This design comes from an exercise in tuning for small area and few clock cycles per item on the open sky130 flow, not from production work.
The RTL was checked by simulation tests, not by an equivalence proof against the original design.
Power is estimated from default activity; no workload was simulated.

==> 01-12: inputs <==
==> flow/design.v <==
module CRC8(
  input  [7:0] crc_in,
  input  [7:0] data,
  output [7:0] crc_out );
  function [7:0] step;
    input [7:0] c;
    input [7:0] b;
    integer k;
    reg [7:0] r;
    begin
      r = c;
      for (k = 7; k >= 0; k = k - 1)
        r = {r[6:0], 1'b0} ^ ((b[k] ^ r[7]) ? 8'h07 : 8'h00);
      step = r;
    end
  endfunction
  assign crc_out = step(crc_in, data);
endmodule
module FIFO(
  input        clk,
  input        reset,
  input  [7:0] dataIn,
  input        we,           
  input        re,           
  output       wready,       
  output       rready,       
  output [7:0] dataOut );
  reg [2047:0] ring;
  reg [7:0]    tpos;
  reg [7:0]    hpos;
  reg          wlast;
  wire same  = (tpos == hpos);
  wire full  = same && wlast;
  wire empty = same && !wlast;
  assign wready = (tpos[3:0] == 4'd15) && !full;
  assign rready = (hpos[4:0] == 5'd0) && !empty;
  wire doWrite = we && wready;
  wire doRead  = re && rready;
  wire [7:0] rport [0:7];
  genvar k;
  generate
    for (k = 0; k < 8; k = k + 1) begin : rp
      assign rport[k] = ring[256*k +: 8];
    end
    for (k = 0; k < 256; k = k + 1) begin : st
      if (k % 32 == 0) begin : wpe
        always @(posedge clk)
          ring[8*k +: 8] <= ~((doWrite && tpos[7:4] == (k+255)%256/16) ? ~dataIn : ring[8*((k+255)%256) +: 8]);
      end else if (k % 16 == 0) begin : wpo
        always @(posedge clk)
          ring[8*k +: 8] <= ~((doWrite && tpos[7:4] == (k+255)%256/16) ? dataIn : ring[8*((k+255)%256) +: 8]);
      end else begin : sh
        always @(posedge clk)
          ring[8*k +: 8] <= ring[8*(k-1) +: 8];
      end
    end
  endgenerate
  assign dataOut = rport[hpos[7:5]];
  always @(posedge clk) begin
    if (reset) begin
      tpos  <= 8'd0;
      hpos  <= 8'd0;
      wlast <= 1'b0;
    end else begin
      tpos  <= tpos + {7'd0, !doWrite};
      hpos  <= hpos + {7'd0, !doRead};
      if (doWrite != doRead) wlast <= doWrite;
    end
  end
endmodule
module Task1B(
  input clk,
  input reset,
  input t0,
  input t1,
  input t2,
  input t3,
  input t4,
  input t5,
  input t6,
  input t7,
  input tsent,
  output reg trecieve,
  output reg tx,
  output reg [7:0] crc );
  wire [7:0] din = {t0, t1, t2, t3, t4, t5, t6, t7};
  wire       wready, rready;
  wire [7:0] fifoOut;
  wire [7:0] crcNext;
  wire accept = tsent && !trecieve && wready;
  always @(posedge clk) begin
    if (reset) begin
      trecieve <= 1'b0;
      crc      <= 8'd0;
    end else begin
      if (accept) begin
        trecieve <= 1'b1;
        crc      <= crcNext;
      end else if (!tsent) begin
        trecieve <= 1'b0;
      end
    end
  end
  CRC8 crc8(.crc_in(crc), .data(din), .crc_out(crcNext));
  reg  [2:0] sub;         
  reg        busy;        
  reg  [3:0] bitn;        
  reg        loaded;      
  reg  [7:0] sh;
  reg        par;
  wire       tick = (sub == 3'd7);
  wire       load = !loaded && (!busy || bitn[3] || (bitn == 4'd7 && tick)) && rready;
  wire       start = tick && loaded && (!busy || bitn == 4'd11);
  always @(posedge clk) begin
    if (reset) begin
      sub    <= 3'd0;
      busy   <= 1'b0;
      bitn   <= 4'd0;
      loaded <= 1'b0;
      tx     <= 1'b1;
    end else begin
      sub <= sub + 3'd1;
      if (load) begin
        sh     <= fifoOut;
        loaded <= 1'b1;
      end
      if (start) begin
        busy   <= 1'b1;
        bitn   <= 4'd0;
        loaded <= 1'b0;
        tx     <= 1'b0;
      end else if (tick && busy) begin
        bitn <= bitn + 4'd1;
        if (bitn == 4'd11) begin
          busy <= 1'b0;
        end else if (bitn[3]) begin
          tx <= (bitn == 4'd8) ? par : 1'b1;
        end else begin
          tx  <= sh[0];
          par <= (bitn == 4'd0 ? 1'b0 : par) ^ sh[0];
          if (!load) sh <= {1'b0, sh[7:1]};
        end
      end
    end
  end
  FIFO fo(
    .clk(clk), .reset(reset),
    .dataIn(din), .we(tsent && !trecieve), .re(load),
    .wready(wready), .rready(rready), .dataOut(fifoOut));
endmodule
==> flow/run.sh <==
#!/bin/bash
# synth_recipe.tcl (not shown) runs the flow's synth.tcl, then flattens the netlist and writes it again
# the make line also repeats each setting of config.mk as NAME=value (left out here)
make -C /OpenROAD-flow-scripts/flow DESIGN_CONFIG=/design/flow/config.mk WORK_HOME=/design/flow/orfs CLKGATE_MAP_FILE= SYNTH_SCRIPT=/design/flow/synth_recipe.tcl finish
==> flow/config.mk <==
export PLATFORM = sky130hd
export DESIGN_NAME = Task1B
export DESIGN_NICKNAME = Task1B
export VERILOG_FILES = /design/flow/design.v
export SDC_FILE = /design/flow/constraint.sdc
export NUM_CORES = 4
export LEC_CHECK = 0
export CAP_MARGIN = 20
export CORE_MARGIN = 2
export CORE_UTILIZATION = 70
export CTS_BUF_LIST = sky130_fd_sc_hd__clkbuf_16
export CTS_CLUSTER_DIAMETER = 60
export CTS_CLUSTER_SIZE = 32
export PLACE_DENSITY = 0.8
export SLEW_MARGIN = 20
==> flow/constraint.sdc <==
create_clock -name core_clock -period 8.0 [get_ports {clk}]
set_input_delay 1.6000 -clock core_clock [delete_from_list [all_inputs] [get_ports {clk}]]
set_output_delay 1.6000 -clock core_clock [all_outputs]
set_load 0.01 [all_outputs]
==> 12-18: changes against 01-12 <==
--- a/flow/config.mk
+++ b/flow/config.mk
@@ -9,7 +9,7 @@
 export CORE_MARGIN = 2
-export CORE_UTILIZATION = 70
-export CTS_BUF_LIST = sky130_fd_sc_hd__clkbuf_16
-export CTS_CLUSTER_DIAMETER = 60
-export CTS_CLUSTER_SIZE = 32
-export PLACE_DENSITY = 0.8
+export CORE_UTILIZATION = 60
+export CTS_BUF_LIST = sky130_fd_sc_hd__clkbuf_8
+export CTS_CLUSTER_DIAMETER = 50
+export CTS_CLUSTER_SIZE = 20
+export PLACE_DENSITY = 0.7
 export SLEW_MARGIN = 20
==> 12-03: changes against 01-12 <==
==> flow/config.mk (replaced) <==
export PLATFORM = sky130hd
export DESIGN_NAME = Task1B
export DESIGN_NICKNAME = Task1B
export VERILOG_FILES = /design/flow/design.v
export SDC_FILE = /design/flow/constraint.sdc
export NUM_CORES = 4
export LEC_CHECK = 0
export CAP_MARGIN = 0
export CORE_MARGIN = 2
export CORE_UTILIZATION = 70
export CTS_BUF_LIST = sky130_fd_sc_hd__clkbuf_8
export CTS_CLUSTER_DIAMETER = 50
export CTS_CLUSTER_SIZE = 18
export PLACE_DENSITY = 0.8
export SLEW_MARGIN = 0
==> summary.txt <==
total CTS buffers 131; final worst-path cycle share 0.4435; die area 78090 sq um; LEAKAGE 0.02034 uW; Row Count 101; Highest Signal Layer met4; outcome timing/DRC/antenna clean
# the run above: 12-18

==> summary.txt <==
outcome timing/DRC/antenna clean; Highest Signal Layer met5; Row Count 93; die area 67090 sq um; total CTS buffers 137; CP endpoint fo.tpos[6]; min Tclk post-route 3.871 ns; Slew @ Worst Pin 1.162 ns; final worst-path cycle share 0.4839; LEAKAGE 0.02023 uW; tap cell instance count 855
# the run above: 12-03

==> summary.txt <==
final worst-path cycle share 0.4370; die area 67090 sq um; total CTS buffers 77; Signal buf overhead 0.005734; Via density 4.805; LEAKAGE 0.02021 uW; Row Count 93; Highest Signal Layer met5; outcome timing/DRC/antenna clean
# the run above: 01-12

Testbench counts of 01-12, summed over its fixed seeds: cycles 460,976, bytes 4,800.
Testbench counts of 12-18, summed over its fixed seeds: cycles 460,976, bytes 4,800.
Testbench counts of 12-03, summed over its fixed seeds: cycles 460,976, bytes 4,800.

port drivers added, routing unchanged:
No port has a modelled driver above. Below, the same layouts with a new extraction and two added sets of constraints.
Step 1, drivers: a clkbuf_16 drives clk and a buf_2 each remaining input, both assumed.
Step 2 also shifts input and output timing later by t, the mid clock arrival at the registers, as if the neighbouring blocks saw the same clock.
Three values: ideal ports, drivers, drivers and shift; two values: the first two.
run	shift t [ns]	slack for setup (ns)	worst hold slack (ns)	worst slew at a driven data input, ns	pins driven straight from the clock port
01-12	0.720	4.504 / 4.539 / 3.819	0.318 / 0.318 / 0.318	0.06	1
12-18	0.845	4.452 / 4.393 / 3.838	0.310 / 0.310 / 0.310	0.04	1
12-03	0.839	4.129 / 4.162 / 3.323	0.305 / 0.305 / 0.305	0.05	1
After both steps setup and hold are still met in every run listed. For 12-03, which loses most, drivers alone change the setup slack by +0.033 ns; drivers and shift together by -0.806 ns.
